Background: an optimization exercise with open tools, aiming at small area, a short achievable clock period and few clock cycles per item. Do not read the settings as production practice. At most, simulation tests tie the RTL to the original design; equivalence was not proved. For run 1, only the layout was checked, not whether the RTL still works.

==> flow/design.v (outline; a module is shown in full before it is edited, if it fits) <==
// module multiply: 541 lines
module multiply (clk, prod, fin, mcand, mplier, reset);
  // ...
==> flow/flow/run.sh <==
#!/bin/bash
# Standard layout, but with plain buffers on the ports instead of delay cells.
export BUFFER_PORTS_ARGS="-buffer_cell sky130_fd_sc_hd__buf_2"
bash standard.sh > standard.log 2>&1
==> flow/standard.sh <==
#!/bin/bash
# synth_recipe.tcl (not shown) runs the flow's synth.tcl, then flattens the netlist and writes it again
# the make line also repeats each setting of config.mk as NAME=value (left out here)
make -C /OpenROAD-flow-scripts/flow DESIGN_CONFIG=/design/flow/config.mk WORK_HOME=/design/flow/orfs CLKGATE_MAP_FILE= SYNTH_SCRIPT=/design/flow/synth_recipe.tcl "${@:-finish}"
==> flow/config.mk <==
export PLATFORM = sky130hd
export DESIGN_NAME = multiply
export DESIGN_NICKNAME = multiply
export VERILOG_FILES = /design/flow/design.v
export SDC_FILE = /design/flow/constraint.sdc
export NUM_CORES = 4
export LEC_CHECK = 0
export CAP_MARGIN = 20
export CORE_MARGIN = 2
export CORE_UTILIZATION = 40
export SETUP_SLACK_MARGIN = 1.0
export SLEW_MARGIN = 20
==> flow/constraint.sdc <==
create_clock -name core_clock -period 4.5 [get_ports {clk}]
set_input_delay 0.9000 -clock core_clock [delete_from_list [all_inputs] [get_ports {clk}]]
set_output_delay 0.9000 -clock core_clock [all_outputs]
set_load 0.01 [all_outputs]
==> flow_summary_export.csv, run 1 <==
group,metric,value,unit
cells_and_area,largestRegisters,"C (32), S (32), sh (24)",
yosys,synthTopCellsByCount,"inv_1 (253), fa_1 (187), a22oi_1 (186), xnor2_1 (167), dfxtp_1 (134)",
sta,whs,0.5138,ns
worst_setup_path,path_cells,"inv_2, fa_2, inv_2, fa_2, a21oi_2, o211ai_1, a41oi_1, a21boi_4, a21o_4, o21ai_4, buf_6, a31o_2, a311oi_2, buf_2",
worst_hold_path,whs_endpoint,"cnt[1]",
clock_network,htreeDepth,4,
sta,finalWorstSetupSlack,0.3478,ns
global_route,grt.met3_usage,0.04637,
drt,drc,0,
drt,routedWlPerCell,21.58,um
cells_and_area,seq_cells,134,
outcome,outcome,"finished clean",
worst_setup_path,ff2ff_setup_slack,0.87,ns
clock_network,clk_latency,0.45,ns
sta,setup_viol,0,
clock_network,clockBufferDepth,2,
global_route,track_usage,0.2530,
yosys,yosysMostFrequentCell,"inv_1",
worst_setup_path,critical_path.max_fanout,4,
yosys,ys_top_cells_by_area,"fa_1 (25%), dfxtp_1 (18%), xnor2_1 (9.8%)",
floorplanning,die_h,196.8,um
cells_and_area,mostFrequentLayoutCell,"inv_1",
clock_network,cts_buffers,17,
sta,rsz0062_at_grt,"true",
worst_setup_path,endpoint_kind,"output port",
cells_and_area,diodes,2,
floorplanning,start_util,0.4061,
floorplanning,core-area,36610,um2
yosys,synth_flop_cell,"dfxtp_1",
cells_and_area,multiInputGateArea,12450,um2
clock_network,post_cts_resized,200,
==> module multiply, before the edit <==
module multiply (clk, prod, fin, mcand, mplier, reset);
	input clk, reset;
	output [63:0] prod;
	output fin;
	input [31:0] mcand, mplier;
	reg first;		 
	reg [1:0] cnt;		 
	reg [32:0] S, C;	 
	reg [11:0] lx, ly;	 
	reg cin;		 
	reg [5:0] e1, e2, en;	 
	reg [23:0] sh;	 
	assign fin = (cnt == 3);
	wire [35:0] mpx = {4'd0, mplier};
	wire [12:0] nxt = first ? mpx[23:11] : sh[23:11];	 
	wire [32:0] a = S & {33{~first}} | {1'b1, 32'd0} & {33{first}};
	wire [32:0] b = C & {33{~first}};
	wire [33:0] m1 = {2'b00, mcand};
	wire [33:0] m2 = {1'b0, mcand, 1'b0};
	wire [2:0] f0 = {mplier[1], mplier[0], 1'b0};
	wire [2:0] q0 = nxt[2:0];
	wire s1_0 = e1[0] | first & (f0[1] ^ f0[0]);
	wire s2_0 = e2[0] | first & ((f0 == 3'b100) | (f0 == 3'b011));
	wire ng0 = en[0] | first & f0[2];
	wire [33:0] r0 = (({34{s1_0}} & m1) | ({34{s2_0}} & m2)) ^ {34{ng0}};
	wire [2:0] f1 = {mplier[3], mplier[2], mplier[1]};
	wire [2:0] q1 = nxt[4:2];
	wire s1_1 = e1[1] | first & (f1[1] ^ f1[0]);
	wire s2_1 = e2[1] | first & ((f1 == 3'b100) | (f1 == 3'b011));
	wire ng1 = en[1] | first & f1[2];
	wire [33:0] r1 = (({34{s1_1}} & m1) | ({34{s2_1}} & m2)) ^ {34{ng1}};
	wire [2:0] f2 = {mplier[5], mplier[4], mplier[3]};
	wire [2:0] q2 = nxt[6:4];
	wire s1_2 = e1[2] | first & (f2[1] ^ f2[0]);
	wire s2_2 = e2[2] | first & ((f2 == 3'b100) | (f2 == 3'b011));
	wire ng2 = en[2] | first & f2[2];
	wire [33:0] r2 = (({34{s1_2}} & m1) | ({34{s2_2}} & m2)) ^ {34{ng2}};
	wire [2:0] f3 = {mplier[7], mplier[6], mplier[5]};
	wire [2:0] q3 = nxt[8:6];
	wire s1_3 = e1[3] | first & (f3[1] ^ f3[0]);
	wire s2_3 = e2[3] | first & ((f3 == 3'b100) | (f3 == 3'b011));
	wire ng3 = en[3] | first & f3[2];
	wire [33:0] r3 = (({34{s1_3}} & m1) | ({34{s2_3}} & m2)) ^ {34{ng3}};
	wire [2:0] f4 = {mplier[9], mplier[8], mplier[7]};
	wire [2:0] q4 = nxt[10:8];
	wire s1_4 = e1[4] | first & (f4[1] ^ f4[0]);
	wire s2_4 = e2[4] | first & ((f4 == 3'b100) | (f4 == 3'b011));
	wire ng4 = en[4] | first & f4[2];
	wire [33:0] r4 = (({34{s1_4}} & m1) | ({34{s2_4}} & m2)) ^ {34{ng4}};
	wire [2:0] f5 = {mplier[11], mplier[10], mplier[9]};
	wire [2:0] q5 = nxt[12:10];
	wire s1_5 = e1[5] | first & (f5[1] ^ f5[0]);
	wire s2_5 = e2[5] | first & ((f5 == 3'b100) | (f5 == 3'b011));
	wire ng5 = en[5] | first & f5[2];
	wire [33:0] r5 = (({34{s1_5}} & m1) | ({34{s2_5}} & m2)) ^ {34{ng5}};
	wire l0_6_0_s = a[6] ^ b[6];
	wire l0_6_0_c = a[6] & b[6];
	wire l0_7_1_s = a[7] ^ b[7];
	wire l0_7_1_c = a[7] & b[7];
	wire l0_8_2_s = a[8] ^ b[8] ^ r0[8];
	wire l0_8_2_c = (a[8] & b[8]) | (a[8] & r0[8]) | (b[8] & r0[8]);
	wire l0_8_3_s = r1[6] ^ r2[4];
	wire l0_8_3_c = r1[6] & r2[4];
	wire l0_9_4_s = a[9] ^ b[9] ^ r0[9];
	wire l0_9_4_c = (a[9] & b[9]) | (a[9] & r0[9]) | (b[9] & r0[9]);
	wire l0_9_5_s = r1[7] ^ r2[5];
	wire l0_9_5_c = r1[7] & r2[5];
	wire l0_10_6_s = a[10] ^ b[10] ^ r0[10];
	wire l0_10_6_c = (a[10] & b[10]) | (a[10] & r0[10]) | (b[10] & r0[10]);
	wire l0_10_7_s = r1[8] ^ r2[6] ^ r3[4];
	wire l0_10_7_c = (r1[8] & r2[6]) | (r1[8] & r3[4]) | (r2[6] & r3[4]);
	wire l0_10_8_s = r4[2] ^ r5[0];
	wire l0_10_8_c = r4[2] & r5[0];
	wire l0_11_9_s = a[11] ^ b[11] ^ r0[11];
	wire l0_11_9_c = (a[11] & b[11]) | (a[11] & r0[11]) | (b[11] & r0[11]);
	wire l0_11_10_s = r1[9] ^ r2[7] ^ r3[5];
	wire l0_11_10_c = (r1[9] & r2[7]) | (r1[9] & r3[5]) | (r2[7] & r3[5]);
	wire l0_11_11_s = r4[3] ^ r5[1];
	wire l0_11_11_c = r4[3] & r5[1];
	wire l0_12_12_s = a[12] ^ b[12] ^ r0[12];
	wire l0_12_12_c = (a[12] & b[12]) | (a[12] & r0[12]) | (b[12] & r0[12]);
	wire l0_12_13_s = r1[10] ^ r2[8] ^ r3[6];
	wire l0_12_13_c = (r1[10] & r2[8]) | (r1[10] & r3[6]) | (r2[8] & r3[6]);
	wire l0_12_14_s = r4[4] ^ r5[2];
	wire l0_12_14_c = r4[4] & r5[2];
	wire l0_13_15_s = a[13] ^ b[13] ^ r0[13];
	wire l0_13_15_c = (a[13] & b[13]) | (a[13] & r0[13]) | (b[13] & r0[13]);
	wire l0_13_16_s = r1[11] ^ r2[9] ^ r3[7];
	wire l0_13_16_c = (r1[11] & r2[9]) | (r1[11] & r3[7]) | (r2[9] & r3[7]);
	wire l0_13_17_s = r4[5] ^ r5[3];
	wire l0_13_17_c = r4[5] & r5[3];
	wire l0_14_18_s = a[14] ^ b[14] ^ r0[14];
	wire l0_14_18_c = (a[14] & b[14]) | (a[14] & r0[14]) | (b[14] & r0[14]);
	wire l0_14_19_s = r1[12] ^ r2[10] ^ r3[8];
	wire l0_14_19_c = (r1[12] & r2[10]) | (r1[12] & r3[8]) | (r2[10] & r3[8]);
	wire l0_14_20_s = r4[6] ^ r5[4];
	wire l0_14_20_c = r4[6] & r5[4];
	wire l0_15_21_s = a[15] ^ b[15] ^ r0[15];
	wire l0_15_21_c = (a[15] & b[15]) | (a[15] & r0[15]) | (b[15] & r0[15]);
	wire l0_15_22_s = r1[13] ^ r2[11] ^ r3[9];
	wire l0_15_22_c = (r1[13] & r2[11]) | (r1[13] & r3[9]) | (r2[11] & r3[9]);
	wire l0_15_23_s = r4[7] ^ r5[5];
	wire l0_15_23_c = r4[7] & r5[5];
	wire l0_16_24_s = a[16] ^ b[16] ^ r0[16];
	wire l0_16_24_c = (a[16] & b[16]) | (a[16] & r0[16]) | (b[16] & r0[16]);
	wire l0_16_25_s = r1[14] ^ r2[12] ^ r3[10];
	wire l0_16_25_c = (r1[14] & r2[12]) | (r1[14] & r3[10]) | (r2[12] & r3[10]);
	wire l0_16_26_s = r4[8] ^ r5[6];
	wire l0_16_26_c = r4[8] & r5[6];
	wire l0_17_27_s = a[17] ^ b[17] ^ r0[17];
	wire l0_17_27_c = (a[17] & b[17]) | (a[17] & r0[17]) | (b[17] & r0[17]);
	wire l0_17_28_s = r1[15] ^ r2[13] ^ r3[11];
	wire l0_17_28_c = (r1[15] & r2[13]) | (r1[15] & r3[11]) | (r2[13] & r3[11]);
	wire l0_17_29_s = r4[9] ^ r5[7];
	wire l0_17_29_c = r4[9] & r5[7];
	wire l0_18_30_s = a[18] ^ b[18] ^ r0[18];
	wire l0_18_30_c = (a[18] & b[18]) | (a[18] & r0[18]) | (b[18] & r0[18]);
	wire l0_18_31_s = r1[16] ^ r2[14] ^ r3[12];
	wire l0_18_31_c = (r1[16] & r2[14]) | (r1[16] & r3[12]) | (r2[14] & r3[12]);
	wire l0_18_32_s = r4[10] ^ r5[8];
	wire l0_18_32_c = r4[10] & r5[8];
	wire l0_19_33_s = a[19] ^ b[19] ^ r0[19];
	wire l0_19_33_c = (a[19] & b[19]) | (a[19] & r0[19]) | (b[19] & r0[19]);
	wire l0_19_34_s = r1[17] ^ r2[15] ^ r3[13];
	wire l0_19_34_c = (r1[17] & r2[15]) | (r1[17] & r3[13]) | (r2[15] & r3[13]);
	wire l0_19_35_s = r4[11] ^ r5[9];
	wire l0_19_35_c = r4[11] & r5[9];
	wire l0_20_36_s = a[20] ^ b[20] ^ r0[20];
	wire l0_20_36_c = (a[20] & b[20]) | (a[20] & r0[20]) | (b[20] & r0[20]);
	wire l0_20_37_s = r1[18] ^ r2[16] ^ r3[14];
	wire l0_20_37_c = (r1[18] & r2[16]) | (r1[18] & r3[14]) | (r2[16] & r3[14]);
	wire l0_20_38_s = r4[12] ^ r5[10];
	wire l0_20_38_c = r4[12] & r5[10];
	wire l0_21_39_s = a[21] ^ b[21] ^ r0[21];
	wire l0_21_39_c = (a[21] & b[21]) | (a[21] & r0[21]) | (b[21] & r0[21]);
	wire l0_21_40_s = r1[19] ^ r2[17] ^ r3[15];
	wire l0_21_40_c = (r1[19] & r2[17]) | (r1[19] & r3[15]) | (r2[17] & r3[15]);
	wire l0_21_41_s = r4[13] ^ r5[11];
	wire l0_21_41_c = r4[13] & r5[11];
	wire l0_22_42_s = a[22] ^ b[22] ^ r0[22];
	wire l0_22_42_c = (a[22] & b[22]) | (a[22] & r0[22]) | (b[22] & r0[22]);
	wire l0_22_43_s = r1[20] ^ r2[18] ^ r3[16];
	wire l0_22_43_c = (r1[20] & r2[18]) | (r1[20] & r3[16]) | (r2[18] & r3[16]);
	wire l0_22_44_s = r4[14] ^ r5[12];
	wire l0_22_44_c = r4[14] & r5[12];
	wire l0_23_45_s = a[23] ^ b[23] ^ r0[23];
	wire l0_23_45_c = (a[23] & b[23]) | (a[23] & r0[23]) | (b[23] & r0[23]);
	wire l0_23_46_s = r1[21] ^ r2[19] ^ r3[17];
	wire l0_23_46_c = (r1[21] & r2[19]) | (r1[21] & r3[17]) | (r2[19] & r3[17]);
	wire l0_23_47_s = r4[15] ^ r5[13];
	wire l0_23_47_c = r4[15] & r5[13];
	wire l0_24_48_s = a[24] ^ b[24] ^ r0[24];
	wire l0_24_48_c = (a[24] & b[24]) | (a[24] & r0[24]) | (b[24] & r0[24]);
	wire l0_24_49_s = r1[22] ^ r2[20] ^ r3[18];
	wire l0_24_49_c = (r1[22] & r2[20]) | (r1[22] & r3[18]) | (r2[20] & r3[18]);
	wire l0_24_50_s = r4[16] ^ r5[14];
	wire l0_24_50_c = r4[16] & r5[14];
	wire l0_25_51_s = a[25] ^ b[25] ^ r0[25];
	wire l0_25_51_c = (a[25] & b[25]) | (a[25] & r0[25]) | (b[25] & r0[25]);
	wire l0_25_52_s = r1[23] ^ r2[21] ^ r3[19];
	wire l0_25_52_c = (r1[23] & r2[21]) | (r1[23] & r3[19]) | (r2[21] & r3[19]);
	wire l0_25_53_s = r4[17] ^ r5[15];
	wire l0_25_53_c = r4[17] & r5[15];
	wire l0_26_54_s = a[26] ^ b[26] ^ r0[26];
	wire l0_26_54_c = (a[26] & b[26]) | (a[26] & r0[26]) | (b[26] & r0[26]);
	wire l0_26_55_s = r1[24] ^ r2[22] ^ r3[20];
	wire l0_26_55_c = (r1[24] & r2[22]) | (r1[24] & r3[20]) | (r2[22] & r3[20]);
	wire l0_26_56_s = r4[18] ^ r5[16];
	wire l0_26_56_c = r4[18] & r5[16];
	wire l0_27_57_s = a[27] ^ b[27] ^ r0[27];
	wire l0_27_57_c = (a[27] & b[27]) | (a[27] & r0[27]) | (b[27] & r0[27]);
	wire l0_27_58_s = r1[25] ^ r2[23] ^ r3[21];
	wire l0_27_58_c = (r1[25] & r2[23]) | (r1[25] & r3[21]) | (r2[23] & r3[21]);
	wire l0_27_59_s = r4[19] ^ r5[17];
	wire l0_27_59_c = r4[19] & r5[17];
	wire l0_28_60_s = a[28] ^ b[28] ^ r0[28];
	wire l0_28_60_c = (a[28] & b[28]) | (a[28] & r0[28]) | (b[28] & r0[28]);
	wire l0_28_61_s = r1[26] ^ r2[24] ^ r3[22];
	wire l0_28_61_c = (r1[26] & r2[24]) | (r1[26] & r3[22]) | (r2[24] & r3[22]);
	wire l0_28_62_s = r4[20] ^ r5[18];
	wire l0_28_62_c = r4[20] & r5[18];
	wire l0_29_63_s = a[29] ^ b[29] ^ r0[29];
	wire l0_29_63_c = (a[29] & b[29]) | (a[29] & r0[29]) | (b[29] & r0[29]);
	wire l0_29_64_s = r1[27] ^ r2[25] ^ r3[23];
	wire l0_29_64_c = (r1[27] & r2[25]) | (r1[27] & r3[23]) | (r2[25] & r3[23]);
	wire l0_29_65_s = r4[21] ^ r5[19];
	wire l0_29_65_c = r4[21] & r5[19];
	wire l0_30_66_s = a[30] ^ b[30] ^ r0[30];
	wire l0_30_66_c = (a[30] & b[30]) | (a[30] & r0[30]) | (b[30] & r0[30]);
	wire l0_30_67_s = r1[28] ^ r2[26] ^ r3[24];
	wire l0_30_67_c = (r1[28] & r2[26]) | (r1[28] & r3[24]) | (r2[26] & r3[24]);
	wire l0_30_68_s = r4[22] ^ r5[20];
	wire l0_30_68_c = r4[22] & r5[20];
	wire l0_31_69_s = a[31] ^ b[31] ^ r0[31];
	wire l0_31_69_c = (a[31] & b[31]) | (a[31] & r0[31]) | (b[31] & r0[31]);
	wire l0_31_70_s = r1[29] ^ r2[27] ^ r3[25];
	wire l0_31_70_c = (r1[29] & r2[27]) | (r1[29] & r3[25]) | (r2[27] & r3[25]);
	wire l0_31_71_s = r4[23] ^ r5[21];
	wire l0_31_71_c = r4[23] & r5[21];
	wire l0_32_72_s = a[32] ^ b[32] ^ r0[32];
	wire l0_32_72_c = (a[32] & b[32]) | (a[32] & r0[32]) | (b[32] & r0[32]);
	wire l0_32_73_s = r1[30] ^ r2[28] ^ r3[26];
	wire l0_32_73_c = (r1[30] & r2[28]) | (r1[30] & r3[26]) | (r2[28] & r3[26]);
	wire l0_32_74_s = r4[24] ^ r5[22] ^ 1'b1;
	wire l0_32_74_c = (r4[24] & r5[22]) | (r4[24] & 1'b1) | (r5[22] & 1'b1);
	wire l0_33_75_s = ~r0[33] ^ r1[31] ^ r2[29];
	wire l0_33_75_c = (~r0[33] & r1[31]) | (~r0[33] & r2[29]) | (r1[31] & r2[29]);
	wire l0_33_76_s = r3[27] ^ r4[25];
	wire l0_33_76_c = r3[27] & r4[25];
	wire l0_34_77_s = r1[32] ^ r2[30] ^ r3[28];
	wire l0_34_77_c = (r1[32] & r2[30]) | (r1[32] & r3[28]) | (r2[30] & r3[28]);
	wire l1_2_78_s = a[2] ^ b[2];
	wire l1_2_78_c = a[2] & b[2];
	wire l1_3_79_s = a[3] ^ b[3];
	wire l1_3_79_c = a[3] & b[3];
	wire l1_4_80_s = a[4] ^ b[4] ^ r0[4];
	wire l1_4_80_c = (a[4] & b[4]) | (a[4] & r0[4]) | (b[4] & r0[4]);
	wire l1_4_81_s = r1[2] ^ r2[0];
	wire l1_4_81_c = r1[2] & r2[0];
	wire l1_5_82_s = a[5] ^ b[5] ^ r0[5];
	wire l1_5_82_c = (a[5] & b[5]) | (a[5] & r0[5]) | (b[5] & r0[5]);
	wire l1_5_83_s = r1[3] ^ r2[1];
	wire l1_5_83_c = r1[3] & r2[1];
	wire l1_6_84_s = l0_6_0_s ^ r0[6] ^ r1[4];
	wire l1_6_84_c = (l0_6_0_s & r0[6]) | (l0_6_0_s & r1[4]) | (r0[6] & r1[4]);
	wire l1_6_85_s = r2[2] ^ r3[0] ^ ng3;
	wire l1_6_85_c = (r2[2] & r3[0]) | (r2[2] & ng3) | (r3[0] & ng3);
	wire l1_7_86_s = l0_6_0_c ^ l0_7_1_s ^ r0[7];
	wire l1_7_86_c = (l0_6_0_c & l0_7_1_s) | (l0_6_0_c & r0[7]) | (l0_7_1_s & r0[7]);
	wire l1_7_87_s = r1[5] ^ r2[3] ^ r3[1];
	wire l1_7_87_c = (r1[5] & r2[3]) | (r1[5] & r3[1]) | (r2[3] & r3[1]);
	wire l1_8_88_s = l0_7_1_c ^ l0_8_2_s ^ l0_8_3_s;
	wire l1_8_88_c = (l0_7_1_c & l0_8_2_s) | (l0_7_1_c & l0_8_3_s) | (l0_8_2_s & l0_8_3_s);
	wire l1_8_89_s = r3[2] ^ r4[0] ^ ng4;
	wire l1_8_89_c = (r3[2] & r4[0]) | (r3[2] & ng4) | (r4[0] & ng4);
	wire l1_9_90_s = l0_8_2_c ^ l0_8_3_c ^ l0_9_4_s;
	wire l1_9_90_c = (l0_8_2_c & l0_8_3_c) | (l0_8_2_c & l0_9_4_s) | (l0_8_3_c & l0_9_4_s);
	wire l1_9_91_s = l0_9_5_s ^ r3[3] ^ r4[1];
	wire l1_9_91_c = (l0_9_5_s & r3[3]) | (l0_9_5_s & r4[1]) | (r3[3] & r4[1]);
	wire l1_10_92_s = l0_9_4_c ^ l0_9_5_c ^ l0_10_6_s;
	wire l1_10_92_c = (l0_9_4_c & l0_9_5_c) | (l0_9_4_c & l0_10_6_s) | (l0_9_5_c & l0_10_6_s);
	wire l1_10_93_s = l0_10_7_s ^ l0_10_8_s ^ ng5;
	wire l1_10_93_c = (l0_10_7_s & l0_10_8_s) | (l0_10_7_s & ng5) | (l0_10_8_s & ng5);
	wire l1_11_94_s = l0_10_6_c ^ l0_10_7_c ^ l0_10_8_c;
	wire l1_11_94_c = (l0_10_6_c & l0_10_7_c) | (l0_10_6_c & l0_10_8_c) | (l0_10_7_c & l0_10_8_c);
	wire l1_11_95_s = l0_11_9_s ^ l0_11_10_s ^ l0_11_11_s;
	wire l1_11_95_c = (l0_11_9_s & l0_11_10_s) | (l0_11_9_s & l0_11_11_s) | (l0_11_10_s & l0_11_11_s);
	wire l1_12_96_s = l0_11_9_c ^ l0_11_10_c ^ l0_11_11_c;
	wire l1_12_96_c = (l0_11_9_c & l0_11_10_c) | (l0_11_9_c & l0_11_11_c) | (l0_11_10_c & l0_11_11_c);
	wire l1_12_97_s = l0_12_12_s ^ l0_12_13_s ^ l0_12_14_s;
	wire l1_12_97_c = (l0_12_12_s & l0_12_13_s) | (l0_12_12_s & l0_12_14_s) | (l0_12_13_s & l0_12_14_s);
	wire l1_13_98_s = l0_12_12_c ^ l0_12_13_c ^ l0_12_14_c;
	wire l1_13_98_c = (l0_12_12_c & l0_12_13_c) | (l0_12_12_c & l0_12_14_c) | (l0_12_13_c & l0_12_14_c);
	wire l1_13_99_s = l0_13_15_s ^ l0_13_16_s ^ l0_13_17_s;
	wire l1_13_99_c = (l0_13_15_s & l0_13_16_s) | (l0_13_15_s & l0_13_17_s) | (l0_13_16_s & l0_13_17_s);
	wire l1_14_100_s = l0_13_15_c ^ l0_13_16_c ^ l0_13_17_c;
	wire l1_14_100_c = (l0_13_15_c & l0_13_16_c) | (l0_13_15_c & l0_13_17_c) | (l0_13_16_c & l0_13_17_c);
	wire l1_14_101_s = l0_14_18_s ^ l0_14_19_s ^ l0_14_20_s;
	wire l1_14_101_c = (l0_14_18_s & l0_14_19_s) | (l0_14_18_s & l0_14_20_s) | (l0_14_19_s & l0_14_20_s);
	wire l1_15_102_s = l0_14_18_c ^ l0_14_19_c ^ l0_14_20_c;
	wire l1_15_102_c = (l0_14_18_c & l0_14_19_c) | (l0_14_18_c & l0_14_20_c) | (l0_14_19_c & l0_14_20_c);
	wire l1_15_103_s = l0_15_21_s ^ l0_15_22_s ^ l0_15_23_s;
	wire l1_15_103_c = (l0_15_21_s & l0_15_22_s) | (l0_15_21_s & l0_15_23_s) | (l0_15_22_s & l0_15_23_s);
	wire l1_16_104_s = l0_15_21_c ^ l0_15_22_c ^ l0_15_23_c;
	wire l1_16_104_c = (l0_15_21_c & l0_15_22_c) | (l0_15_21_c & l0_15_23_c) | (l0_15_22_c & l0_15_23_c);
	wire l1_16_105_s = l0_16_24_s ^ l0_16_25_s ^ l0_16_26_s;
	wire l1_16_105_c = (l0_16_24_s & l0_16_25_s) | (l0_16_24_s & l0_16_26_s) | (l0_16_25_s & l0_16_26_s);
	wire l1_17_106_s = l0_16_24_c ^ l0_16_25_c ^ l0_16_26_c;
	wire l1_17_106_c = (l0_16_24_c & l0_16_25_c) | (l0_16_24_c & l0_16_26_c) | (l0_16_25_c & l0_16_26_c);
	wire l1_17_107_s = l0_17_27_s ^ l0_17_28_s ^ l0_17_29_s;
	wire l1_17_107_c = (l0_17_27_s & l0_17_28_s) | (l0_17_27_s & l0_17_29_s) | (l0_17_28_s & l0_17_29_s);
	wire l1_18_108_s = l0_17_27_c ^ l0_17_28_c ^ l0_17_29_c;
	wire l1_18_108_c = (l0_17_27_c & l0_17_28_c) | (l0_17_27_c & l0_17_29_c) | (l0_17_28_c & l0_17_29_c);
	wire l1_18_109_s = l0_18_30_s ^ l0_18_31_s ^ l0_18_32_s;
	wire l1_18_109_c = (l0_18_30_s & l0_18_31_s) | (l0_18_30_s & l0_18_32_s) | (l0_18_31_s & l0_18_32_s);
	wire l1_19_110_s = l0_18_30_c ^ l0_18_31_c ^ l0_18_32_c;
	wire l1_19_110_c = (l0_18_30_c & l0_18_31_c) | (l0_18_30_c & l0_18_32_c) | (l0_18_31_c & l0_18_32_c);
	wire l1_19_111_s = l0_19_33_s ^ l0_19_34_s ^ l0_19_35_s;
	wire l1_19_111_c = (l0_19_33_s & l0_19_34_s) | (l0_19_33_s & l0_19_35_s) | (l0_19_34_s & l0_19_35_s);
	wire l1_20_112_s = l0_19_33_c ^ l0_19_34_c ^ l0_19_35_c;
	wire l1_20_112_c = (l0_19_33_c & l0_19_34_c) | (l0_19_33_c & l0_19_35_c) | (l0_19_34_c & l0_19_35_c);
	wire l1_20_113_s = l0_20_36_s ^ l0_20_37_s ^ l0_20_38_s;
	wire l1_20_113_c = (l0_20_36_s & l0_20_37_s) | (l0_20_36_s & l0_20_38_s) | (l0_20_37_s & l0_20_38_s);
	wire l1_21_114_s = l0_20_36_c ^ l0_20_37_c ^ l0_20_38_c;
	wire l1_21_114_c = (l0_20_36_c & l0_20_37_c) | (l0_20_36_c & l0_20_38_c) | (l0_20_37_c & l0_20_38_c);
	wire l1_21_115_s = l0_21_39_s ^ l0_21_40_s ^ l0_21_41_s;
	wire l1_21_115_c = (l0_21_39_s & l0_21_40_s) | (l0_21_39_s & l0_21_41_s) | (l0_21_40_s & l0_21_41_s);
	wire l1_22_116_s = l0_21_39_c ^ l0_21_40_c ^ l0_21_41_c;
	wire l1_22_116_c = (l0_21_39_c & l0_21_40_c) | (l0_21_39_c & l0_21_41_c) | (l0_21_40_c & l0_21_41_c);
	wire l1_22_117_s = l0_22_42_s ^ l0_22_43_s ^ l0_22_44_s;
	wire l1_22_117_c = (l0_22_42_s & l0_22_43_s) | (l0_22_42_s & l0_22_44_s) | (l0_22_43_s & l0_22_44_s);
	wire l1_23_118_s = l0_22_42_c ^ l0_22_43_c ^ l0_22_44_c;
	wire l1_23_118_c = (l0_22_42_c & l0_22_43_c) | (l0_22_42_c & l0_22_44_c) | (l0_22_43_c & l0_22_44_c);
	wire l1_23_119_s = l0_23_45_s ^ l0_23_46_s ^ l0_23_47_s;
	wire l1_23_119_c = (l0_23_45_s & l0_23_46_s) | (l0_23_45_s & l0_23_47_s) | (l0_23_46_s & l0_23_47_s);
	wire l1_24_120_s = l0_23_45_c ^ l0_23_46_c ^ l0_23_47_c;
	wire l1_24_120_c = (l0_23_45_c & l0_23_46_c) | (l0_23_45_c & l0_23_47_c) | (l0_23_46_c & l0_23_47_c);
	wire l1_24_121_s = l0_24_48_s ^ l0_24_49_s ^ l0_24_50_s;
	wire l1_24_121_c = (l0_24_48_s & l0_24_49_s) | (l0_24_48_s & l0_24_50_s) | (l0_24_49_s & l0_24_50_s);
	wire l1_25_122_s = l0_24_48_c ^ l0_24_49_c ^ l0_24_50_c;
	wire l1_25_122_c = (l0_24_48_c & l0_24_49_c) | (l0_24_48_c & l0_24_50_c) | (l0_24_49_c & l0_24_50_c);
	wire l1_25_123_s = l0_25_51_s ^ l0_25_52_s ^ l0_25_53_s;
	wire l1_25_123_c = (l0_25_51_s & l0_25_52_s) | (l0_25_51_s & l0_25_53_s) | (l0_25_52_s & l0_25_53_s);
	wire l1_26_124_s = l0_25_51_c ^ l0_25_52_c ^ l0_25_53_c;
	wire l1_26_124_c = (l0_25_51_c & l0_25_52_c) | (l0_25_51_c & l0_25_53_c) | (l0_25_52_c & l0_25_53_c);
	wire l1_26_125_s = l0_26_54_s ^ l0_26_55_s ^ l0_26_56_s;
	wire l1_26_125_c = (l0_26_54_s & l0_26_55_s) | (l0_26_54_s & l0_26_56_s) | (l0_26_55_s & l0_26_56_s);
	wire l1_27_126_s = l0_26_54_c ^ l0_26_55_c ^ l0_26_56_c;
	wire l1_27_126_c = (l0_26_54_c & l0_26_55_c) | (l0_26_54_c & l0_26_56_c) | (l0_26_55_c & l0_26_56_c);
	wire l1_27_127_s = l0_27_57_s ^ l0_27_58_s ^ l0_27_59_s;
	wire l1_27_127_c = (l0_27_57_s & l0_27_58_s) | (l0_27_57_s & l0_27_59_s) | (l0_27_58_s & l0_27_59_s);
	wire l1_28_128_s = l0_27_57_c ^ l0_27_58_c ^ l0_27_59_c;
	wire l1_28_128_c = (l0_27_57_c & l0_27_58_c) | (l0_27_57_c & l0_27_59_c) | (l0_27_58_c & l0_27_59_c);
	wire l1_28_129_s = l0_28_60_s ^ l0_28_61_s ^ l0_28_62_s;
	wire l1_28_129_c = (l0_28_60_s & l0_28_61_s) | (l0_28_60_s & l0_28_62_s) | (l0_28_61_s & l0_28_62_s);
	wire l1_29_130_s = l0_28_60_c ^ l0_28_61_c ^ l0_28_62_c;
	wire l1_29_130_c = (l0_28_60_c & l0_28_61_c) | (l0_28_60_c & l0_28_62_c) | (l0_28_61_c & l0_28_62_c);
	wire l1_29_131_s = l0_29_63_s ^ l0_29_64_s ^ l0_29_65_s;
	wire l1_29_131_c = (l0_29_63_s & l0_29_64_s) | (l0_29_63_s & l0_29_65_s) | (l0_29_64_s & l0_29_65_s);
	wire l1_30_132_s = l0_29_63_c ^ l0_29_64_c ^ l0_29_65_c;
	wire l1_30_132_c = (l0_29_63_c & l0_29_64_c) | (l0_29_63_c & l0_29_65_c) | (l0_29_64_c & l0_29_65_c);
	wire l1_30_133_s = l0_30_66_s ^ l0_30_67_s ^ l0_30_68_s;
	wire l1_30_133_c = (l0_30_66_s & l0_30_67_s) | (l0_30_66_s & l0_30_68_s) | (l0_30_67_s & l0_30_68_s);
	wire l1_31_134_s = l0_30_66_c ^ l0_30_67_c ^ l0_30_68_c;
	wire l1_31_134_c = (l0_30_66_c & l0_30_67_c) | (l0_30_66_c & l0_30_68_c) | (l0_30_67_c & l0_30_68_c);
	wire l1_31_135_s = l0_31_69_s ^ l0_31_70_s ^ l0_31_71_s;
	wire l1_31_135_c = (l0_31_69_s & l0_31_70_s) | (l0_31_69_s & l0_31_71_s) | (l0_31_70_s & l0_31_71_s);
	wire l1_32_136_s = l0_31_69_c ^ l0_31_70_c ^ l0_31_71_c;
	wire l1_32_136_c = (l0_31_69_c & l0_31_70_c) | (l0_31_69_c & l0_31_71_c) | (l0_31_70_c & l0_31_71_c);
	wire l1_32_137_s = l0_32_72_s ^ l0_32_73_s ^ l0_32_74_s;
	wire l1_32_137_c = (l0_32_72_s & l0_32_73_s) | (l0_32_72_s & l0_32_74_s) | (l0_32_73_s & l0_32_74_s);
	wire l1_33_138_s = l0_32_72_c ^ l0_32_73_c ^ l0_32_74_c;
	wire l1_33_138_c = (l0_32_72_c & l0_32_73_c) | (l0_32_72_c & l0_32_74_c) | (l0_32_73_c & l0_32_74_c);
	wire l1_33_139_s = l0_33_75_s ^ l0_33_76_s ^ r5[23];
	wire l1_33_139_c = (l0_33_75_s & l0_33_76_s) | (l0_33_75_s & r5[23]) | (l0_33_76_s & r5[23]);
	wire l1_34_140_s = l0_33_75_c ^ l0_33_76_c ^ l0_34_77_s;
	wire l1_34_140_c = (l0_33_75_c & l0_33_76_c) | (l0_33_75_c & l0_34_77_s) | (l0_33_76_c & l0_34_77_s);
	wire l1_34_141_s = r4[26] ^ r5[24] ^ 1'b1;
	wire l1_34_141_c = (r4[26] & r5[24]) | (r4[26] & 1'b1) | (r5[24] & 1'b1);
	wire l1_35_142_s = l0_34_77_c ^ ~r1[33] ^ r2[31];
	wire l1_35_142_c = (l0_34_77_c & ~r1[33]) | (l0_34_77_c & r2[31]) | (~r1[33] & r2[31]);
	wire l1_35_143_s = r3[29] ^ r4[27] ^ r5[25];
	wire l1_35_143_c = (r3[29] & r4[27]) | (r3[29] & r5[25]) | (r4[27] & r5[25]);
	wire l1_36_144_s = r2[32] ^ r3[30] ^ r4[28];
	wire l1_36_144_c = (r2[32] & r3[30]) | (r2[32] & r4[28]) | (r3[30] & r4[28]);
	wire l1_36_145_s = r5[26] ^ 1'b1;
	wire l1_36_145_c = r5[26] & 1'b1;
	wire l1_37_146_s = ~r2[33] ^ r3[31] ^ r4[29];
	wire l1_37_146_c = (~r2[33] & r3[31]) | (~r2[33] & r4[29]) | (r3[31] & r4[29]);
	wire l1_38_147_s = r3[32] ^ r4[30];
	wire l1_38_147_c = r3[32] & r4[30];
	wire l2_0_148_s = a[0] ^ b[0];
	wire l2_0_148_c = a[0] & b[0];
	wire l2_1_149_s = a[1] ^ b[1];
	wire l2_1_149_c = a[1] & b[1];
	wire l2_2_150_s = l1_2_78_s ^ r0[2] ^ r1[0];
	wire l2_2_150_c = (l1_2_78_s & r0[2]) | (l1_2_78_s & r1[0]) | (r0[2] & r1[0]);
	wire l2_3_151_s = l1_2_78_c ^ l1_3_79_s ^ r0[3];
	wire l2_3_151_c = (l1_2_78_c & l1_3_79_s) | (l1_2_78_c & r0[3]) | (l1_3_79_s & r0[3]);
	wire l2_4_152_s = l1_3_79_c ^ l1_4_80_s ^ l1_4_81_s;
	wire l2_4_152_c = (l1_3_79_c & l1_4_80_s) | (l1_3_79_c & l1_4_81_s) | (l1_4_80_s & l1_4_81_s);
	wire l2_5_153_s = l1_4_80_c ^ l1_4_81_c ^ l1_5_82_s;
	wire l2_5_153_c = (l1_4_80_c & l1_4_81_c) | (l1_4_80_c & l1_5_82_s) | (l1_4_81_c & l1_5_82_s);
	wire l2_6_154_s = l1_5_82_c ^ l1_5_83_c ^ l1_6_84_s;
	wire l2_6_154_c = (l1_5_82_c & l1_5_83_c) | (l1_5_82_c & l1_6_84_s) | (l1_5_83_c & l1_6_84_s);
	wire l2_7_155_s = l1_6_84_c ^ l1_6_85_c ^ l1_7_86_s;
	wire l2_7_155_c = (l1_6_84_c & l1_6_85_c) | (l1_6_84_c & l1_7_86_s) | (l1_6_85_c & l1_7_86_s);
	wire l2_8_156_s = l1_7_86_c ^ l1_7_87_c ^ l1_8_88_s;
	wire l2_8_156_c = (l1_7_86_c & l1_7_87_c) | (l1_7_86_c & l1_8_88_s) | (l1_7_87_c & l1_8_88_s);
	wire l2_9_157_s = l1_8_88_c ^ l1_8_89_c ^ l1_9_90_s;
	wire l2_9_157_c = (l1_8_88_c & l1_8_89_c) | (l1_8_88_c & l1_9_90_s) | (l1_8_89_c & l1_9_90_s);
	wire l2_10_158_s = l1_9_90_c ^ l1_9_91_c ^ l1_10_92_s;
	wire l2_10_158_c = (l1_9_90_c & l1_9_91_c) | (l1_9_90_c & l1_10_92_s) | (l1_9_91_c & l1_10_92_s);
	wire l2_11_159_s = l1_10_92_c ^ l1_10_93_c ^ l1_11_94_s;
	wire l2_11_159_c = (l1_10_92_c & l1_10_93_c) | (l1_10_92_c & l1_11_94_s) | (l1_10_93_c & l1_11_94_s);
	wire l2_12_160_s = l1_11_94_c ^ l1_11_95_c ^ l1_12_96_s;
	wire l2_12_160_c = (l1_11_94_c & l1_11_95_c) | (l1_11_94_c & l1_12_96_s) | (l1_11_95_c & l1_12_96_s);
	wire l2_13_161_s = l1_12_96_c ^ l1_12_97_c ^ l1_13_98_s;
	wire l2_13_161_c = (l1_12_96_c & l1_12_97_c) | (l1_12_96_c & l1_13_98_s) | (l1_12_97_c & l1_13_98_s);
	wire l2_14_162_s = l1_13_98_c ^ l1_13_99_c ^ l1_14_100_s;
	wire l2_14_162_c = (l1_13_98_c & l1_13_99_c) | (l1_13_98_c & l1_14_100_s) | (l1_13_99_c & l1_14_100_s);
	wire l2_15_163_s = l1_14_100_c ^ l1_14_101_c ^ l1_15_102_s;
	wire l2_15_163_c = (l1_14_100_c & l1_14_101_c) | (l1_14_100_c & l1_15_102_s) | (l1_14_101_c & l1_15_102_s);
	wire l2_16_164_s = l1_15_102_c ^ l1_15_103_c ^ l1_16_104_s;
	wire l2_16_164_c = (l1_15_102_c & l1_15_103_c) | (l1_15_102_c & l1_16_104_s) | (l1_15_103_c & l1_16_104_s);
	wire l2_17_165_s = l1_16_104_c ^ l1_16_105_c ^ l1_17_106_s;
	wire l2_17_165_c = (l1_16_104_c & l1_16_105_c) | (l1_16_104_c & l1_17_106_s) | (l1_16_105_c & l1_17_106_s);
	wire l2_18_166_s = l1_17_106_c ^ l1_17_107_c ^ l1_18_108_s;
	wire l2_18_166_c = (l1_17_106_c & l1_17_107_c) | (l1_17_106_c & l1_18_108_s) | (l1_17_107_c & l1_18_108_s);
	wire l2_19_167_s = l1_18_108_c ^ l1_18_109_c ^ l1_19_110_s;
	wire l2_19_167_c = (l1_18_108_c & l1_18_109_c) | (l1_18_108_c & l1_19_110_s) | (l1_18_109_c & l1_19_110_s);
	wire l2_20_168_s = l1_19_110_c ^ l1_19_111_c ^ l1_20_112_s;
	wire l2_20_168_c = (l1_19_110_c & l1_19_111_c) | (l1_19_110_c & l1_20_112_s) | (l1_19_111_c & l1_20_112_s);
	wire l2_21_169_s = l1_20_112_c ^ l1_20_113_c ^ l1_21_114_s;
	wire l2_21_169_c = (l1_20_112_c & l1_20_113_c) | (l1_20_112_c & l1_21_114_s) | (l1_20_113_c & l1_21_114_s);
	wire l2_22_170_s = l1_21_114_c ^ l1_21_115_c ^ l1_22_116_s;
	wire l2_22_170_c = (l1_21_114_c & l1_21_115_c) | (l1_21_114_c & l1_22_116_s) | (l1_21_115_c & l1_22_116_s);
	wire l2_23_171_s = l1_22_116_c ^ l1_22_117_c ^ l1_23_118_s;
	wire l2_23_171_c = (l1_22_116_c & l1_22_117_c) | (l1_22_116_c & l1_23_118_s) | (l1_22_117_c & l1_23_118_s);
	wire l2_24_172_s = l1_23_118_c ^ l1_23_119_c ^ l1_24_120_s;
	wire l2_24_172_c = (l1_23_118_c & l1_23_119_c) | (l1_23_118_c & l1_24_120_s) | (l1_23_119_c & l1_24_120_s);
	wire l2_25_173_s = l1_24_120_c ^ l1_24_121_c ^ l1_25_122_s;
	wire l2_25_173_c = (l1_24_120_c & l1_24_121_c) | (l1_24_120_c & l1_25_122_s) | (l1_24_121_c & l1_25_122_s);
	wire l2_26_174_s = l1_25_122_c ^ l1_25_123_c ^ l1_26_124_s;
	wire l2_26_174_c = (l1_25_122_c & l1_25_123_c) | (l1_25_122_c & l1_26_124_s) | (l1_25_123_c & l1_26_124_s);
	wire l2_27_175_s = l1_26_124_c ^ l1_26_125_c ^ l1_27_126_s;
	wire l2_27_175_c = (l1_26_124_c & l1_26_125_c) | (l1_26_124_c & l1_27_126_s) | (l1_26_125_c & l1_27_126_s);
	wire l2_28_176_s = l1_27_126_c ^ l1_27_127_c ^ l1_28_128_s;
	wire l2_28_176_c = (l1_27_126_c & l1_27_127_c) | (l1_27_126_c & l1_28_128_s) | (l1_27_127_c & l1_28_128_s);
	wire l2_29_177_s = l1_28_128_c ^ l1_28_129_c ^ l1_29_130_s;
	wire l2_29_177_c = (l1_28_128_c & l1_28_129_c) | (l1_28_128_c & l1_29_130_s) | (l1_28_129_c & l1_29_130_s);
	wire l2_30_178_s = l1_29_130_c ^ l1_29_131_c ^ l1_30_132_s;
	wire l2_30_178_c = (l1_29_130_c & l1_29_131_c) | (l1_29_130_c & l1_30_132_s) | (l1_29_131_c & l1_30_132_s);
	wire l2_31_179_s = l1_30_132_c ^ l1_30_133_c ^ l1_31_134_s;
	wire l2_31_179_c = (l1_30_132_c & l1_30_133_c) | (l1_30_132_c & l1_31_134_s) | (l1_30_133_c & l1_31_134_s);
	wire l2_32_180_s = l1_31_134_c ^ l1_31_135_c ^ l1_32_136_s;
	wire l2_32_180_c = (l1_31_134_c & l1_31_135_c) | (l1_31_134_c & l1_32_136_s) | (l1_31_135_c & l1_32_136_s);
	wire l2_33_181_s = l1_32_136_c ^ l1_32_137_c ^ l1_33_138_s;
	wire l2_33_181_c = (l1_32_136_c & l1_32_137_c) | (l1_32_136_c & l1_33_138_s) | (l1_32_137_c & l1_33_138_s);
	wire l2_34_182_s = l1_33_138_c ^ l1_33_139_c ^ l1_34_140_s;
	wire l2_34_182_c = (l1_33_138_c & l1_33_139_c) | (l1_33_138_c & l1_34_140_s) | (l1_33_139_c & l1_34_140_s);
	wire l2_35_183_s = l1_34_140_c ^ l1_34_141_c ^ l1_35_142_s;
	wire l2_35_183_c = (l1_34_140_c & l1_34_141_c) | (l1_34_140_c & l1_35_142_s) | (l1_34_141_c & l1_35_142_s);
	wire l2_36_184_s = l1_35_142_c ^ l1_35_143_c ^ l1_36_144_s;
	wire l2_36_184_c = (l1_35_142_c & l1_35_143_c) | (l1_35_142_c & l1_36_144_s) | (l1_35_143_c & l1_36_144_s);
	wire l2_37_185_s = l1_36_144_c ^ l1_36_145_c ^ l1_37_146_s;
	wire l2_37_185_c = (l1_36_144_c & l1_36_145_c) | (l1_36_144_c & l1_37_146_s) | (l1_36_145_c & l1_37_146_s);
	wire l2_38_186_s = l1_37_146_c ^ l1_38_147_s ^ r5[28];
	wire l2_38_186_c = (l1_37_146_c & l1_38_147_s) | (l1_37_146_c & r5[28]) | (l1_38_147_s & r5[28]);
	wire l2_39_187_s = l1_38_147_c ^ ~r3[33] ^ r4[31];
	wire l2_39_187_c = (l1_38_147_c & ~r3[33]) | (l1_38_147_c & r4[31]) | (~r3[33] & r4[31]);
	wire l2_40_188_s = r4[32] ^ r5[30];
	wire l2_40_188_c = r4[32] & r5[30];
	wire l3_0_189_s = l2_0_148_s ^ r0[0];
	wire l3_0_189_c = l2_0_148_s & r0[0];
	wire l3_1_190_s = l2_0_148_c ^ l2_1_149_s ^ r0[1];
	wire l3_1_190_c = (l2_0_148_c & l2_1_149_s) | (l2_0_148_c & r0[1]) | (l2_1_149_s & r0[1]);
	wire l3_2_191_s = l2_1_149_c ^ l2_2_150_s ^ ng1;
	wire l3_2_191_c = (l2_1_149_c & l2_2_150_s) | (l2_1_149_c & ng1) | (l2_2_150_s & ng1);
	wire l3_3_192_s = l2_2_150_c ^ l2_3_151_s ^ r1[1];
	wire l3_3_192_c = (l2_2_150_c & l2_3_151_s) | (l2_2_150_c & r1[1]) | (l2_3_151_s & r1[1]);
	wire l3_4_193_s = l2_3_151_c ^ l2_4_152_s ^ ng2;
	wire l3_4_193_c = (l2_3_151_c & l2_4_152_s) | (l2_3_151_c & ng2) | (l2_4_152_s & ng2);
	wire l3_5_194_s = l2_4_152_c ^ l2_5_153_s ^ l1_5_83_s;
	wire l3_5_194_c = (l2_4_152_c & l2_5_153_s) | (l2_4_152_c & l1_5_83_s) | (l2_5_153_s & l1_5_83_s);
	wire l3_6_195_s = l2_5_153_c ^ l2_6_154_s ^ l1_6_85_s;
	wire l3_6_195_c = (l2_5_153_c & l2_6_154_s) | (l2_5_153_c & l1_6_85_s) | (l2_6_154_s & l1_6_85_s);
	wire l3_7_196_s = l2_6_154_c ^ l2_7_155_s ^ l1_7_87_s;
	wire l3_7_196_c = (l2_6_154_c & l2_7_155_s) | (l2_6_154_c & l1_7_87_s) | (l2_7_155_s & l1_7_87_s);
	wire l3_8_197_s = l2_7_155_c ^ l2_8_156_s ^ l1_8_89_s;
	wire l3_8_197_c = (l2_7_155_c & l2_8_156_s) | (l2_7_155_c & l1_8_89_s) | (l2_8_156_s & l1_8_89_s);
	wire l3_9_198_s = l2_8_156_c ^ l2_9_157_s ^ l1_9_91_s;
	wire l3_9_198_c = (l2_8_156_c & l2_9_157_s) | (l2_8_156_c & l1_9_91_s) | (l2_9_157_s & l1_9_91_s);
	wire l3_10_199_s = l2_9_157_c ^ l2_10_158_s ^ l1_10_93_s;
	wire l3_10_199_c = (l2_9_157_c & l2_10_158_s) | (l2_9_157_c & l1_10_93_s) | (l2_10_158_s & l1_10_93_s);
	wire l3_11_200_s = l2_10_158_c ^ l2_11_159_s ^ l1_11_95_s;
	wire l3_11_200_c = (l2_10_158_c & l2_11_159_s) | (l2_10_158_c & l1_11_95_s) | (l2_11_159_s & l1_11_95_s);
	wire l3_12_201_s = l2_11_159_c ^ l2_12_160_s ^ l1_12_97_s;
	wire l3_12_201_c = (l2_11_159_c & l2_12_160_s) | (l2_11_159_c & l1_12_97_s) | (l2_12_160_s & l1_12_97_s);
	wire l3_13_202_s = l2_12_160_c ^ l2_13_161_s ^ l1_13_99_s;
	wire l3_13_202_c = (l2_12_160_c & l2_13_161_s) | (l2_12_160_c & l1_13_99_s) | (l2_13_161_s & l1_13_99_s);
	wire l3_14_203_s = l2_13_161_c ^ l2_14_162_s ^ l1_14_101_s;
	wire l3_14_203_c = (l2_13_161_c & l2_14_162_s) | (l2_13_161_c & l1_14_101_s) | (l2_14_162_s & l1_14_101_s);
	wire l3_15_204_s = l2_14_162_c ^ l2_15_163_s ^ l1_15_103_s;
	wire l3_15_204_c = (l2_14_162_c & l2_15_163_s) | (l2_14_162_c & l1_15_103_s) | (l2_15_163_s & l1_15_103_s);
	wire l3_16_205_s = l2_15_163_c ^ l2_16_164_s ^ l1_16_105_s;
	wire l3_16_205_c = (l2_15_163_c & l2_16_164_s) | (l2_15_163_c & l1_16_105_s) | (l2_16_164_s & l1_16_105_s);
	wire l3_17_206_s = l2_16_164_c ^ l2_17_165_s ^ l1_17_107_s;
	wire l3_17_206_c = (l2_16_164_c & l2_17_165_s) | (l2_16_164_c & l1_17_107_s) | (l2_17_165_s & l1_17_107_s);
	wire l3_18_207_s = l2_17_165_c ^ l2_18_166_s ^ l1_18_109_s;
	wire l3_18_207_c = (l2_17_165_c & l2_18_166_s) | (l2_17_165_c & l1_18_109_s) | (l2_18_166_s & l1_18_109_s);
	wire l3_19_208_s = l2_18_166_c ^ l2_19_167_s ^ l1_19_111_s;
	wire l3_19_208_c = (l2_18_166_c & l2_19_167_s) | (l2_18_166_c & l1_19_111_s) | (l2_19_167_s & l1_19_111_s);
	wire l3_20_209_s = l2_19_167_c ^ l2_20_168_s ^ l1_20_113_s;
	wire l3_20_209_c = (l2_19_167_c & l2_20_168_s) | (l2_19_167_c & l1_20_113_s) | (l2_20_168_s & l1_20_113_s);
	wire l3_21_210_s = l2_20_168_c ^ l2_21_169_s ^ l1_21_115_s;
	wire l3_21_210_c = (l2_20_168_c & l2_21_169_s) | (l2_20_168_c & l1_21_115_s) | (l2_21_169_s & l1_21_115_s);
	wire l3_22_211_s = l2_21_169_c ^ l2_22_170_s ^ l1_22_117_s;
	wire l3_22_211_c = (l2_21_169_c & l2_22_170_s) | (l2_21_169_c & l1_22_117_s) | (l2_22_170_s & l1_22_117_s);
	wire l3_23_212_s = l2_22_170_c ^ l2_23_171_s ^ l1_23_119_s;
	wire l3_23_212_c = (l2_22_170_c & l2_23_171_s) | (l2_22_170_c & l1_23_119_s) | (l2_23_171_s & l1_23_119_s);
	wire l3_24_213_s = l2_23_171_c ^ l2_24_172_s ^ l1_24_121_s;
	wire l3_24_213_c = (l2_23_171_c & l2_24_172_s) | (l2_23_171_c & l1_24_121_s) | (l2_24_172_s & l1_24_121_s);
	wire l3_25_214_s = l2_24_172_c ^ l2_25_173_s ^ l1_25_123_s;
	wire l3_25_214_c = (l2_24_172_c & l2_25_173_s) | (l2_24_172_c & l1_25_123_s) | (l2_25_173_s & l1_25_123_s);
	wire l3_26_215_s = l2_25_173_c ^ l2_26_174_s ^ l1_26_125_s;
	wire l3_26_215_c = (l2_25_173_c & l2_26_174_s) | (l2_25_173_c & l1_26_125_s) | (l2_26_174_s & l1_26_125_s);
	wire l3_27_216_s = l2_26_174_c ^ l2_27_175_s ^ l1_27_127_s;
	wire l3_27_216_c = (l2_26_174_c & l2_27_175_s) | (l2_26_174_c & l1_27_127_s) | (l2_27_175_s & l1_27_127_s);
	wire l3_28_217_s = l2_27_175_c ^ l2_28_176_s ^ l1_28_129_s;
	wire l3_28_217_c = (l2_27_175_c & l2_28_176_s) | (l2_27_175_c & l1_28_129_s) | (l2_28_176_s & l1_28_129_s);
	wire l3_29_218_s = l2_28_176_c ^ l2_29_177_s ^ l1_29_131_s;
	wire l3_29_218_c = (l2_28_176_c & l2_29_177_s) | (l2_28_176_c & l1_29_131_s) | (l2_29_177_s & l1_29_131_s);
	wire l3_30_219_s = l2_29_177_c ^ l2_30_178_s ^ l1_30_133_s;
	wire l3_30_219_c = (l2_29_177_c & l2_30_178_s) | (l2_29_177_c & l1_30_133_s) | (l2_30_178_s & l1_30_133_s);
	wire l3_31_220_s = l2_30_178_c ^ l2_31_179_s ^ l1_31_135_s;
	wire l3_31_220_c = (l2_30_178_c & l2_31_179_s) | (l2_30_178_c & l1_31_135_s) | (l2_31_179_s & l1_31_135_s);
	wire l3_32_221_s = l2_31_179_c ^ l2_32_180_s ^ l1_32_137_s;
	wire l3_32_221_c = (l2_31_179_c & l2_32_180_s) | (l2_31_179_c & l1_32_137_s) | (l2_32_180_s & l1_32_137_s);
	wire l3_33_222_s = l2_32_180_c ^ l2_33_181_s ^ l1_33_139_s;
	wire l3_33_222_c = (l2_32_180_c & l2_33_181_s) | (l2_32_180_c & l1_33_139_s) | (l2_33_181_s & l1_33_139_s);
	wire l3_34_223_s = l2_33_181_c ^ l2_34_182_s ^ l1_34_141_s;
	wire l3_34_223_c = (l2_33_181_c & l2_34_182_s) | (l2_33_181_c & l1_34_141_s) | (l2_34_182_s & l1_34_141_s);
	wire l3_35_224_s = l2_34_182_c ^ l2_35_183_s ^ l1_35_143_s;
	wire l3_35_224_c = (l2_34_182_c & l2_35_183_s) | (l2_34_182_c & l1_35_143_s) | (l2_35_183_s & l1_35_143_s);
	wire l3_36_225_s = l2_35_183_c ^ l2_36_184_s ^ l1_36_145_s;
	wire l3_36_225_c = (l2_35_183_c & l2_36_184_s) | (l2_35_183_c & l1_36_145_s) | (l2_36_184_s & l1_36_145_s);
	wire l3_37_226_s = l2_36_184_c ^ l2_37_185_s ^ r5[27];
	wire l3_37_226_c = (l2_36_184_c & l2_37_185_s) | (l2_36_184_c & r5[27]) | (l2_37_185_s & r5[27]);
	wire l3_38_227_s = l2_37_185_c ^ l2_38_186_s ^ 1'b1;
	wire l3_38_227_c = (l2_37_185_c & l2_38_186_s) | (l2_37_185_c & 1'b1) | (l2_38_186_s & 1'b1);
	wire l3_39_228_s = l2_38_186_c ^ l2_39_187_s ^ r5[29];
	wire l3_39_228_c = (l2_38_186_c & l2_39_187_s) | (l2_38_186_c & r5[29]) | (l2_39_187_s & r5[29]);
	wire l3_40_229_s = l2_39_187_c ^ l2_40_188_s ^ 1'b1;
	wire l3_40_229_c = (l2_39_187_c & l2_40_188_s) | (l2_39_187_c & 1'b1) | (l2_40_188_s & 1'b1);
	wire l3_41_230_s = l2_40_188_c ^ ~r4[33] ^ r5[31];
	wire l3_41_230_c = (l2_40_188_c & ~r4[33]) | (l2_40_188_c & r5[31]) | (~r4[33] & r5[31]);
	wire l3_42_231_s = r5[32] ^ 1'b1;
	wire l3_42_231_c = r5[32] & 1'b1;
	wire [44:0] x = {1'b0, l3_42_231_c, l3_41_230_c, l3_40_229_c, l3_39_228_c, l3_38_227_c, l3_37_226_c, l3_36_225_c, l3_35_224_c, l3_34_223_c, l3_33_222_c, l3_32_221_c, l3_31_220_c, l3_30_219_c, l3_29_218_c, l3_28_217_c, l3_27_216_c, l3_26_215_c, l3_25_214_c, l3_24_213_c, l3_23_212_c, l3_22_211_c, l3_21_210_c, l3_20_209_c, l3_19_208_c, l3_18_207_c, l3_17_206_c, l3_16_205_c, l3_15_204_c, l3_14_203_c, l3_13_202_c, l3_12_201_c, l3_11_200_c, l3_10_199_c, l3_9_198_c, l3_8_197_c, l3_7_196_c, l3_6_195_c, l3_5_194_c, l3_4_193_c, l3_3_192_c, l3_2_191_c, l3_1_190_c, l3_0_189_c, l3_0_189_s};
	wire [44:0] y = {1'b0, ~r5[33], l3_42_231_s, l3_41_230_s, l3_40_229_s, l3_39_228_s, l3_38_227_s, l3_37_226_s, l3_36_225_s, l3_35_224_s, l3_34_223_s, l3_33_222_s, l3_32_221_s, l3_31_220_s, l3_30_219_s, l3_29_218_s, l3_28_217_s, l3_27_216_s, l3_26_215_s, l3_25_214_s, l3_24_213_s, l3_23_212_s, l3_22_211_s, l3_21_210_s, l3_20_209_s, l3_19_208_s, l3_18_207_s, l3_17_206_s, l3_16_205_s, l3_15_204_s, l3_14_203_s, l3_13_202_s, l3_12_201_s, l3_11_200_s, l3_10_199_s, l3_9_198_s, l3_8_197_s, l3_7_196_s, l3_6_195_s, l3_5_194_s, l3_4_193_s, l3_3_192_s, l3_2_191_s, l3_1_190_s, ng0};
	wire [12:0] low = lx + ly + cin;	 
	always @(posedge clk) begin
		first <= reset;
		if (reset)
			cnt <= 0;
		else if (cnt != 3)
			cnt <= cnt + 1'b1;
		S <= x[44:12];
		C <= y[44:12];
		lx <= x[11:0];
		ly <= y[11:0];
		cin <= low[12] & ~first;
		e1 <= reset ? 6'd0 : {q5[1] ^ q5[0], q4[1] ^ q4[0], q3[1] ^ q3[0], q2[1] ^ q2[0], q1[1] ^ q1[0], q0[1] ^ q0[0]};
		e2 <= reset ? 6'd0 : {(q5 == 3'b100) | (q5 == 3'b011), (q4 == 3'b100) | (q4 == 3'b011), (q3 == 3'b100) | (q3 == 3'b011), (q2 == 3'b100) | (q2 == 3'b011), (q1 == 3'b100) | (q1 == 3'b011), (q0 == 3'b100) | (q0 == 3'b011)};
		en <= reset ? 6'd0 : {q5[2], q4[2], q3[2], q2[2], q1[2], q0[2]};
		sh <= first ? mpx[35:12] : {low[11:0], sh[23:12]};
	end
	wire [39:0] hi = {S, lx} + {C, ly} + cin;
	assign prod = {hi, sh};
endmodule
==> run 2, diff against run 1 <==
--- a/flow/design.v
+++ b/flow/design.v
@@ -519,7 +519,8 @@
 	wire l3_42_231_c = r5[32] & 1'b1;
 	wire [44:0] x = {1'b0, l3_42_231_c, l3_41_230_c, l3_40_229_c, l3_39_228_c, l3_38_227_c, l3_37_226_c, l3_36_225_c, l3_35_224_c, l3_34_223_c, l3_33_222_c, l3_32_221_c, l3_31_220_c, l3_30_219_c, l3_29_218_c, l3_28_217_c, l3_27_216_c, l3_26_215_c, l3_25_214_c, l3_24_213_c, l3_23_212_c, l3_22_211_c, l3_21_210_c, l3_20_209_c, l3_19_208_c, l3_18_207_c, l3_17_206_c, l3_16_205_c, l3_15_204_c, l3_14_203_c, l3_13_202_c, l3_12_201_c, l3_11_200_c, l3_10_199_c, l3_9_198_c, l3_8_197_c, l3_7_196_c, l3_6_195_c, l3_5_194_c, l3_4_193_c, l3_3_192_c, l3_2_191_c, l3_1_190_c, l3_0_189_c, l3_0_189_s};
 	wire [44:0] y = {1'b0, ~r5[33], l3_42_231_s, l3_41_230_s, l3_40_229_s, l3_39_228_s, l3_38_227_s, l3_37_226_s, l3_36_225_s, l3_35_224_s, l3_34_223_s, l3_33_222_s, l3_32_221_s, l3_31_220_s, l3_30_219_s, l3_29_218_s, l3_28_217_s, l3_27_216_s, l3_26_215_s, l3_25_214_s, l3_24_213_s, l3_23_212_s, l3_22_211_s, l3_21_210_s, l3_20_209_s, l3_19_208_s, l3_18_207_s, l3_17_206_s, l3_16_205_s, l3_15_204_s, l3_14_203_s, l3_13_202_s, l3_12_201_s, l3_11_200_s, l3_10_199_s, l3_9_198_s, l3_8_197_s, l3_7_196_s, l3_6_195_s, l3_5_194_s, l3_4_193_s, l3_3_192_s, l3_2_191_s, l3_1_190_s, ng0};
-	wire [12:0] low = lx + ly + cin;	 
+	wire [13:0] lows = {1'b0, lx, cin} + {1'b0, ly, cin};
+	wire [12:0] low = lows[13:1];	 
 	always @(posedge clk) begin
 		first <= reset;
 		if (reset)
@@ -536,6 +537,7 @@
 		en <= reset ? 6'd0 : {q5[2], q4[2], q3[2], q2[2], q1[2], q0[2]};
 		sh <= first ? mpx[35:12] : {low[11:0], sh[23:12]};
 	end
-	wire [39:0] hi = {S, lx} + {C, ly} + cin;
+	wire [40:0] his = {S, lx, cin} + {C, ly, cin};
+	wire [39:0] hi = his[40:1];
 	assign prod = {hi, sh};
 endmodule
--- a/flow/config.mk
+++ b/flow/config.mk
@@ -8,5 +8,5 @@
 export CAP_MARGIN = 20
 export CORE_MARGIN = 2
 export CORE_UTILIZATION = 40
-export SETUP_SLACK_MARGIN = 1.0
+export SETUP_SLACK_MARGIN = 0.5
 export SLEW_MARGIN = 20
==> run 2 against run 1 <==
Effect of this change: worst hold slack lost 0.0050 ns; synthesized cell count up 0.82%; critical path depth is 5 lower; highest routed layer is now met5; non-clock buffer count fell by 59; utilization down 5.2 points; worst setup slack improved by 0.15 ns; design area fell by 9.3%.
==> flow_summary_export.csv, run 2 <==
group,metric,value,unit
sta,finClkSkew,0.01008,ns
yosys,yosysWarnings,1,
yosys,netlist_area,15000,um2
global_route,met1_usage,0.3117,
worst_hold_path,hp-start,"cnt[1]",
clock_network,clockBufferDepth,2,
floorplanning,fp.dieW,197.7,um
worst_setup_path,critical_path_buf_inv_count,1,
worst_setup_path,regToRegStartpoint,"first",
worst_setup_path,max_stage_delay,0.44,ns
worst_setup_path,arrival,3.10,ns
drt,drc,0,
sta,rsz0062_at_grt,"true",
cells_and_area,largestRegisters,"C (32), S (32), sh (24)",
placement,port-buffer-count,130,
worst_hold_path,hp-class,"reg2reg",
cells_and_area,final_cells,2159,
worst_setup_path,path_cells,"ha_4, a21o_2, o311a_4, a311o_2, a31oi_4, o311ai_4, a31o_1, xor2_1, buf_2",
floorplanning,core-area,36790,um2
drt,drt_first_pass_iters,7,
global_route,met2_usage,0.3888,
placement,placed_cell_area,16560,um2
flow_run,drv_cap,0,
sta,setup_viol,0,
sta,max_freq,249.9,MHz
cells_and_area,fillers,3449,
cells_and_area,design_area,17660,um2
cells_and_area,diodes,0,
worst_hold_path,whs_endpoint,"cnt[1]",
sta,slew_viol_final,0,
cells_and_area,final_nets,2033,
worst_setup_path,r2r-end,"C[4]",
drt,drt-vias-per-instance,5.455,
sta,tightest_slew,0.7037,ns
clock_network,cts_buffers,17,
worst_setup_path,cp_slowest_cell,"a311o_2",
floorplanning,num_rows,70,
global_route,overflow,0,
yosys,synthTopCellsByCount,"inv_1 (249), a22oi_1 (187), fa_1 (186), xnor2_1 (166), dfxtp_1 (134)",
placement,dp_slack,0.09071,ns
worst_hold_path,hold-path-cell-count,2,
worst_setup_path,endpoint_kind,"output port",
yosys,synth_edf_count,0,
sta,min_period,4.001,ns
sta,finalHoldViolCount,0,
clock_network,cts.root.buffer_cell,"clkbuf_16",
cells_and_area,mostFrequentLayoutCell,"inv_1",
worst_setup_path,path_delay_family,"compound AO/OA/AOI/OAI gates",
yosys,post_synth.cell_area_avg,9.411,um2
sta,period_share,0.8892,
cells_and_area,regArea,2695,um2
yosys,synthCells,1594,
sta,slew_headroom,0.5293,
yosys,ys_seq_elements,134,
yosys,synth_largest_area_cell,"fa_1",
floorplanning,die_area,39070,um2
clock_network,clk_latency,0.45,ns
cells_and_area,multiInputGateArea,11660,um2
drt,wirelength,44.78,mm
cells_and_area,layout_common_cells,"inv_1 (249), xnor2_1 (163), fa_1 (139), a22oi_1 (137), buf_2 (130)",
yosys,ys_top_cells_by_area,"fa_1 (25%), dfxtp_1 (18%), xnor2_1 (9.7%)",
worst_setup_path,reg2reg_depth,11,
drt,ant_nets,0,
global_route,antenna_found_initial,2,
yosys,ys_seq_area_frac,0.1788,
yosys,yosysMostFrequentCell,"inv_1",
yosys,ys_types,67,
clock_network,ctsHoldBuffers,0,
worst_setup_path,critical_path.max_fanout,5,
drt,drt_iter0_markers,1063,
cells_and_area,area_growth,17.70,%
worst_setup_path,required,3.60,ns
floorplanning,start_util,0.4078,
sta,fin_tns_setup,0,ns
clock_network,cts_tree,"yes",
global_route,grt.met3_usage,0.04576,
global_route,top_usage_layer,"met2",
cells_and_area,drive_gt1_frac,0.2312,
floorplanning,io_pins,131,
worst_setup_path,crit_type,"reg2out",
clock_network,clock_sinks,134,
yosys,synth_flop_cell,"dfxtp_1",
yosys,synth_fp_nets,1949,
placement,gp_congestion,0.9199,
floorplanning,die_h,197.7,um
global_route,grt_pass1_vias,12243,
worst_setup_path,ff2ff_setup_slack,0.68,ns
sta,finalWorstSetupSlack,0.4987,ns
global_route,grt_pass1_wl,69.95,mm
yosys,synth_top_area_frac,0.2482,
drt,routed-via-count,11777,
clock_network,htreeDepth,4,
placement,dp_hpwl,34.08,mm
placement,place_inst,2115,
outcome,outcome,"finished clean",
yosys,async_flop_share,0,
drt,routedWlPerCell,20.74,um
worst_setup_path,cp-start-kind,"flop",
global_route,grt_max_degree,44,
worst_setup_path,cp_num_cells,9,
global_route,track_usage,0.2378,
clock_network,clk_pin_slew,0.06,ns
==> run 2: stage by stage <==
stage,hold slack [ns],util
after floorplan,0.4676,-
after global placement,0.4789,0.4503
after detailed placement,0.4934,0.4503
after CTS,0.5073,0.4736
after global routing,0.5307,0.4800
final,0.5087,0.4800
==> run 2: final cells by class <==
class	count	share of cell area
Clock buffer	17	0.02409
Sequential cell	134	0.1526
Timing Repair Buffer	174	0.06661
Inverter	253	0.05379
Clock inverter	15	0.009496
Tap cell	468	0.03317
Multi-Input combinational cell	1098	0.6602
==> run 2: kinds of logic (layout without fill, tap and decap cells) <==
group                    count (synthesis)  count (layout)  synth area share
buffers and inverters                  362             459           0.09434
AO/OA/AOI/OAI                          334             334            0.1596
adder cells (fa/ha/maj)                290             290            0.3348
XOR/XNOR                               237             237            0.1384
AND/OR/NAND/NOR                        206             206           0.07240
flip-flops                             134             134            0.1788
multiplexers                            31              31           0.02160
==> run 2: worst min-delay path: cells and delay by family (launching register included) <==
kind	cells	cell delay (ns)
and+or+nand+nor	1	0.08
muxes	1	0.07
DFF	1	0.33
==> run 2: worst max-delay path by stage <==
| stage | from | end | slack [ns] |
|---|---|---|---|
| 2_1_floorplan | mplier[3] | C[22] | 0.46 |
| 3_3_place_gp | mplier[1] | C[12] | 0.12 |
| 3_5_place_dp | mplier[1] | C[12] | 0.09 |
| 4_1_cts | lx[2] | prod[57] | 0.49 |
| 5_1_grt | lx[10] | prod[57] | 0.40 |
| 6_report | lx[6] | prod[57] | 0.50 |
==> run 2: metal layers <==
layer  vias up  routed length, um
met2       430              21380
met5         -                 25
met1      5901              19080
met3        71               2839
met4         4               1448
li1       5371                  -
==> run 2: timing repair <==
item	in CTS	in global routing
setup endpoints to repair	30	23
resized for setup	32	44
endpoints found under the hold margin	0	0
buffers inserted	9	3
pin swaps	13	18
Testbench counts of run 2, summed over its fixed seeds: cycles 12,800, items 3,200.

-- separate check: timing with driven ports --
In the flow no input, the clock included, has a driving cell. The finished layouts below were timed again as built, in two steps. Step 1 (the two cells are an assumption about what drives the block):
set clk [get_ports {clk}]
set_driving_cell -lib_cell sky130_fd_sc_hd__clkbuf_16 $clk
set_driving_cell -lib_cell sky130_fd_sc_hd__buf_2 [delete_from_list [all_inputs] $clk]
Step 2 times the ports against the registers' clock, not the clock port: input delays grow and output delays shrink by t, the midpoint of the rising clock arrivals with the driver on. Three values: ideal ports, drivers, drivers and shift; two values: the first two.
run	t, ns	slack for setup (ns)	worst setup path at the end	worst register clock-pin slew, ns
run 1	0.496	0.348 / 0.295 / 0.066	input to register	0.06 / 0.06
run 2	0.499	0.499 / 0.449 / 0.072	input to register	0.07 / 0.07
After both steps setup and hold are still met in every run listed. For run 2, which loses most, drivers alone change the setup slack by -0.050 ns; drivers and shift together by -0.427 ns.
